Source: an optimization exercise on an open RTL-to-GDS flow (aim: small area). Production flows keep margins and buffers that such runs may drop.
Function was checked by simulation only, so behaviour that the tests miss may differ from the original.
Power figures rest on the tool's default switching activity, not on a simulated workload.

Setup of run P:
==> module rdport, before the edit <==
module rdport(input [15:0] sel, input [239:0] r, output [15:0] o);
genvar i;
generate
    for (i = 0; i < 16; i = i + 1) begin : b
        wire [4:0] x;
        ao222n u0 (sel[1],  r[  0+i], sel[2],  r[ 16+i], sel[3],  r[ 32+i], x[0]);
        ao222n u1 (sel[4],  r[ 48+i], sel[5],  r[ 64+i], sel[6],  r[ 80+i], x[1]);
        ao222n u2 (sel[7],  r[ 96+i], sel[8],  r[112+i], sel[9],  r[128+i], x[2]);
        ao222n u3 (sel[10], r[144+i], sel[11], r[160+i], sel[12], r[176+i], x[3]);
        ao222n u4 (sel[13], r[192+i], sel[14], r[208+i], sel[15], r[224+i], x[4]);
        assign o[i] = ~&x;
    end
endgenerate
endmodule
==> module part1, before the edit <==
module part1(clk, rst, imem_addr, imem_data, dmem_addr, dmem_wdata, dmem_we, dmem_re, dmem_rdata, wb_we, wb_addr, wb_data);
input clk;
input rst;
output [15:0] imem_addr;
input  [15:0] imem_data;
output [15:0] dmem_addr;
output [15:0] dmem_wdata;
output dmem_we;
output dmem_re;
input  [15:0] dmem_rdata;
output wb_we;
output [3:0] wb_addr;
output [15:0] wb_data;
function [15:0] rev16;
    input [15:0] v;
    integer n;
    begin
        for (n = 0; n < 16; n = n + 1) rev16[n] = v[15-n];
    end
endfunction
reg [15:0] pc;
reg [15:0] a_x;      
reg [15:0] b_x;      
reg [15:0] npc_x;    
reg [3:0]  imm_x;    
reg [3:0]  op_x;     
reg [3:0]  wa_x;     
reg [15:0] res_m;
reg [15:0] sd_m;
reg [3:0]  wa_m;
reg        wen_m, we_m, re_m;
reg [15:0] wd_w;
reg [3:0]  wa_w;
reg        wen_w;
wire [15:0] wdr = wd_w & {16{~rst}};
wire [239:0] rf;
genvar gi;
generate
    for (gi = 1; gi < 16; gi = gi + 1) begin : g_rf
        reg [15:0] q;
        wire en = rst | (wen_w && wa_w == gi);
        wire [15:0] d = (gi == 1) ? (wdr | {13'd0, rst, 1'b0, rst}) : wdr;
        always @(posedge clk)
            if (en)
                q <= d;
        assign rf[(gi-1)*16 +: 16] = q;
    end
endgenerate
wire [15:0] inst = imem_data;
wire [3:0] op = inst[15:12];
wire [3:0] fA = inst[11:8];
wire [3:0] fB = inst[7:4];
wire [3:0] fC = inst[3:0];
wire d_sll = (op == 4'h4);
wire d_srl = (op == 4'h5);
wire d_sw  = (op == 4'h9);
wire d_beq = (op == 4'ha);
wire d_jr  = (op == 4'hb);
wire d_j   = (op == 4'hc);
wire d_jal = (op == 4'hd);
wire [3:0] ra2 = (d_sll | d_srl) ? 4'd0 : (d_sw | d_beq) ? fA : fC;
wire [15:0] sel1, sel2;
genvar gs;
generate
    for (gs = 0; gs < 16; gs = gs + 1) begin : g_sel
        assign sel1[gs] = (fB == gs);
        assign sel2[gs] = (ra2 == gs);
    end
endgenerate
wire [15:0] rd1, rd2;
rdport rp1 (.sel(sel1), .r(rf), .o(rd1));
rdport rp2 (.sel(sel2), .r(rf), .o(rd2));
wire x_beq = (op_x == 4'ha);
wire x_jal = (op_x == 4'hd);
wire x_mem = op_x[3];
wire x_sub = ~op_x[3] & ((op_x[2:0] == 3'd1) | (op_x[2:0] == 3'd6));
wire [15:0] xab = a_x ^ b_x;
wire zero_x;
wire [15:0] b2 = x_mem ? {12'd0, imm_x} : b_x;
wire [15:0] sum;
wire cout;
add16 u_add (.a(a_x), .b(b2 ^ {16{x_sub}}), .ci(x_sub), .s(sum), .co(cout));
assign zero_x = ~|xab;
wire le = ~cout | zero_x;
wire [15:0] prod;
mul16 u_mul (.a(a_x), .b(b_x), .p(prod));
wire s_sum = ~op_x[2] & ~op_x[1];                   
wire s_and = ~op_x[3] & (op_x[2:0] == 3'd2);
wire s_xor = ~op_x[3] & (op_x[2:0] == 3'd3);
wire s_mul = ~op_x[3] & op_x[2] & ~(op_x[1] ^ op_x[0]);    
wire s_srl = ~op_x[3] & (op_x[2:0] == 3'd5);
wire s_com = ~op_x[3] & (op_x[2:0] == 3'd6);
wire [15:0] res;
genvar gr;
generate
    for (gr = 0; gr < 16; gr = gr + 1) begin : g_res
        wire y0, y1;
        ao222n u0 (s_sum, sum[gr], s_xor, xab[gr], s_mul, prod[gr], y0);
        ao222n u1 (s_srl, prod[15-gr], x_jal, npc_x[gr], s_and, a_x[gr] & b_x[gr], y1);
        if (gr == 0)
            assign res[gr] = ~(y0 & y1) | (s_com & le);
        else
            assign res[gr] = ~(y0 & y1);
    end
endgenerate
wire taken = x_beq & zero_x;
wire [15:0] btgt, pc1;
add16_4 u_bt (.a(npc_x), .b(imm_x), .s(btgt));
inc16 u_inc (.a(pc), .s(pc1));
wire d_jmp = d_j | d_jal;
wire p_jr = ~rst & d_jr;
wire p_jp = ~rst & ~d_jr & d_jmp;
wire p_tk = ~rst & ~d_jr & ~d_jmp & taken;
wire p_nx = ~rst & ~d_jr & ~d_jmp & ~taken;
wire [15:0] pc_n;
genvar gp;
generate
    for (gp = 0; gp < 16; gp = gp + 1) begin : g_pc
        wire y0;
        if (gp < 12) begin : lo
            ao222n u0 (p_jr, rd1[gp], p_jp, inst[gp], p_tk, btgt[gp], y0);
            assign pc_n[gp] = ~y0 | (p_nx & pc1[gp]);
        end else begin : hi
            ao222n u0 (p_jr, rd1[gp], p_jp | p_nx, pc1[gp], p_tk, btgt[gp], y0);
            assign pc_n[gp] = ~y0;
        end
    end
endgenerate
wire x_wen = ~op_x[3] | (op_x == 4'h8) | x_jal;
always @(posedge clk) begin
    pc <= pc_n;
    a_x   <= d_srl ? rev16(rd1) : rd1;
    b_x   <= rd2 | ({16{d_sll | d_srl}} & (16'd1 << fC));
    npc_x <= pc1;
    imm_x <= fC;
    op_x  <= rst ? 4'hf : op;
    wa_x  <= d_jal ? 4'hf : fA;
    res_m <= res;
    sd_m  <= b_x;
    wa_m  <= wa_x;
    wen_m <= ~rst & x_wen & (wa_x != 4'd0);
    we_m  <= ~rst & (op_x == 4'h9);
    re_m  <= ~rst & (op_x == 4'h8);
    wd_w  <= re_m ? dmem_rdata : res_m;
    wa_w  <= wa_m;
    wen_w <= ~rst & wen_m;
end
assign imem_addr  = pc;
assign dmem_addr  = res_m;
assign dmem_wdata = sd_m;
assign dmem_we    = we_m;
assign dmem_re    = re_m;
assign wb_we      = wen_w;
assign wb_addr    = wa_w;
assign wb_data    = wd_w;
endmodule
==> flow/config.mk <==
export PLATFORM = sky130hd
export DESIGN_NAME = part1
export DESIGN_NICKNAME = part1
export VERILOG_FILES = /design/flow/design.v
export SDC_FILE = /design/flow/constraint.sdc
export NUM_CORES = 4
export LEC_CHECK = 0
export CAP_MARGIN = 0
export CORE_MARGIN = 2
export CORE_UTILIZATION = 40
export SLEW_MARGIN = 0
export SYNTH_HIERARCHICAL = 1
==> flow/constraint.sdc <==
create_clock -name core_clock -period 10.0 [get_ports {clk}]
set_input_delay 2.0000 -clock core_clock [delete_from_list [all_inputs] [get_ports {clk}]]
set_output_delay 2.0000 -clock core_clock [all_outputs]
set_load 0.01 [all_outputs]
standard.sh (not shown) runs the stock make flow with config.mk's settings and CLKGATE_MAP_FILE= SYNTH_SCRIPT=/design/flow/synth_recipe.tcl, a recipe that flattens the netlist after the stock synthesis.
==> flow/flow/run.sh <==
#!/bin/bash
# Layout: the standard ORFS flow (standard.sh), with two changes:
#  - the port buffers are the smallest buffer (buf_1) instead of ORFS's pick;
#  - the clock tree uses larger sink clusters and no dummy loads.
set -euo pipefail
export BUFFER_PORTS_ARGS="-buffer_cell sky130_fd_sc_hd__buf_1"
export CTS_ARGS="-sink_clustering_enable -repair_clock_nets -dont_use_dummy_load -sink_clustering_size 28 -sink_clustering_max_diameter 120 -buf_list sky130_fd_sc_hd__clkbuf_16"
bash standard.sh > standard.log 2>&1
Run P completed; timing, DRC and antenna clean
Setup changes, run P to run K
--- a/flow/design.v
+++ b/flow/design.v
@@ -265,7 +265,7 @@
 wire x71 = x70 ^ c56;
 assign p[15] = x71;   
 endmodule
-module rdport(input [15:0] sel, input [239:0] r, output [15:0] o);
+module rdport(input [15:0] sel, input [239:0] r, output [79:0] xo);
 genvar i;
 generate
     for (i = 0; i < 16; i = i + 1) begin : b
@@ -275,7 +275,7 @@
         ao222n u2 (sel[7],  r[ 96+i], sel[8],  r[112+i], sel[9],  r[128+i], x[2]);
         ao222n u3 (sel[10], r[144+i], sel[11], r[160+i], sel[12], r[176+i], x[3]);
         ao222n u4 (sel[13], r[192+i], sel[14], r[208+i], sel[15], r[224+i], x[4]);
-        assign o[i] = ~&x;
+        assign xo[5*i +: 5] = x;
     end
 endgenerate
 endmodule
@@ -349,9 +349,19 @@
         assign sel2[gs] = (ra2 == gs);
     end
 endgenerate
-wire [15:0] rd1, rd2;
-rdport rp1 (.sel(sel1), .r(rf), .o(rd1));
-rdport rp2 (.sel(sel2), .r(rf), .o(rd2));
+wire [79:0] x1, x2;
+rdport rp1 (.sel(sel1), .r(rf), .xo(x1));
+rdport rp2 (.sel(sel2), .r(rf), .xo(x2));
+wire [15:0] oh = {16{d_sll | d_srl}} & (16'd1 << fC);
+wire [15:0] rd1, rd2, b_n;
+genvar go;
+generate
+    for (go = 0; go < 16; go = go + 1) begin : g_rd
+        assign rd1[go] = ~&x1[5*go +: 5];
+        assign rd2[go] = ~&x2[5*go +: 5];
+        assign b_n[go] = ~&x2[5*go +: 5] | oh[go];
+    end
+endgenerate
 wire x_beq = (op_x == 4'ha);
 wire x_jal = (op_x == 4'hd);
 wire x_mem = op_x[3];
@@ -412,10 +422,10 @@
 always @(posedge clk) begin
     pc <= pc_n;
     a_x   <= d_srl ? rev16(rd1) : rd1;
-    b_x   <= rd2 | ({16{d_sll | d_srl}} & (16'd1 << fC));
+    b_x   <= b_n;
     npc_x <= pc1;
     imm_x <= fC;
-    op_x  <= rst ? 4'hf : op;
+    op_x  <= op | {rst, rst, rst, 1'b0};    
     wa_x  <= d_jal ? 4'hf : fA;
     res_m <= res;
     sd_m  <= b_x;
Notes after the runs:
Compared to run P, run K has initial antenna violation count 1 higher.
Going from run P to run K, the leakage power of the design was found to have gone down by about 1%.
Share of the cycle needed by the critical path after routing: higher on run K
The lower internal power of run K and run P is in run K.
Taking run P as the reference, in run K die outline area comparable, total power now smaller.
Utilization came out higher on run K than on run P.
Run P → run K: proportion of cell area spent on the clock network level; post-layout net count went down by 12.
Row number of standard cells in the final layout excluding fillers: run K lower / run P higher

port drivers added, routing unchanged:
No port has a modelled driver above. Below, the same layouts with a new extraction and two added sets of constraints.
Step 1 sets driving cells, clkbuf_16 on the clock port and buf_2 on the other inputs (assumed; they add their load-dependent delay and slew).
Step 2 moves the port delays by t, midway between the first and last clock arrival at a register: inputs arrive t later, outputs are due t later. That takes back most of the time a late clock gives input paths.
a / b / c = ideal / step 1 / step 2; a / b = the first two.
run	shift t [ns]	setup WS [ns]	worst data-port slew with drivers (ns)
run P	0.571	1.709 / 1.709 / 1.709	0.04
run K	0.587	1.592 / 1.592 / 1.592	0.05
After both steps setup and hold are still met in every run listed.
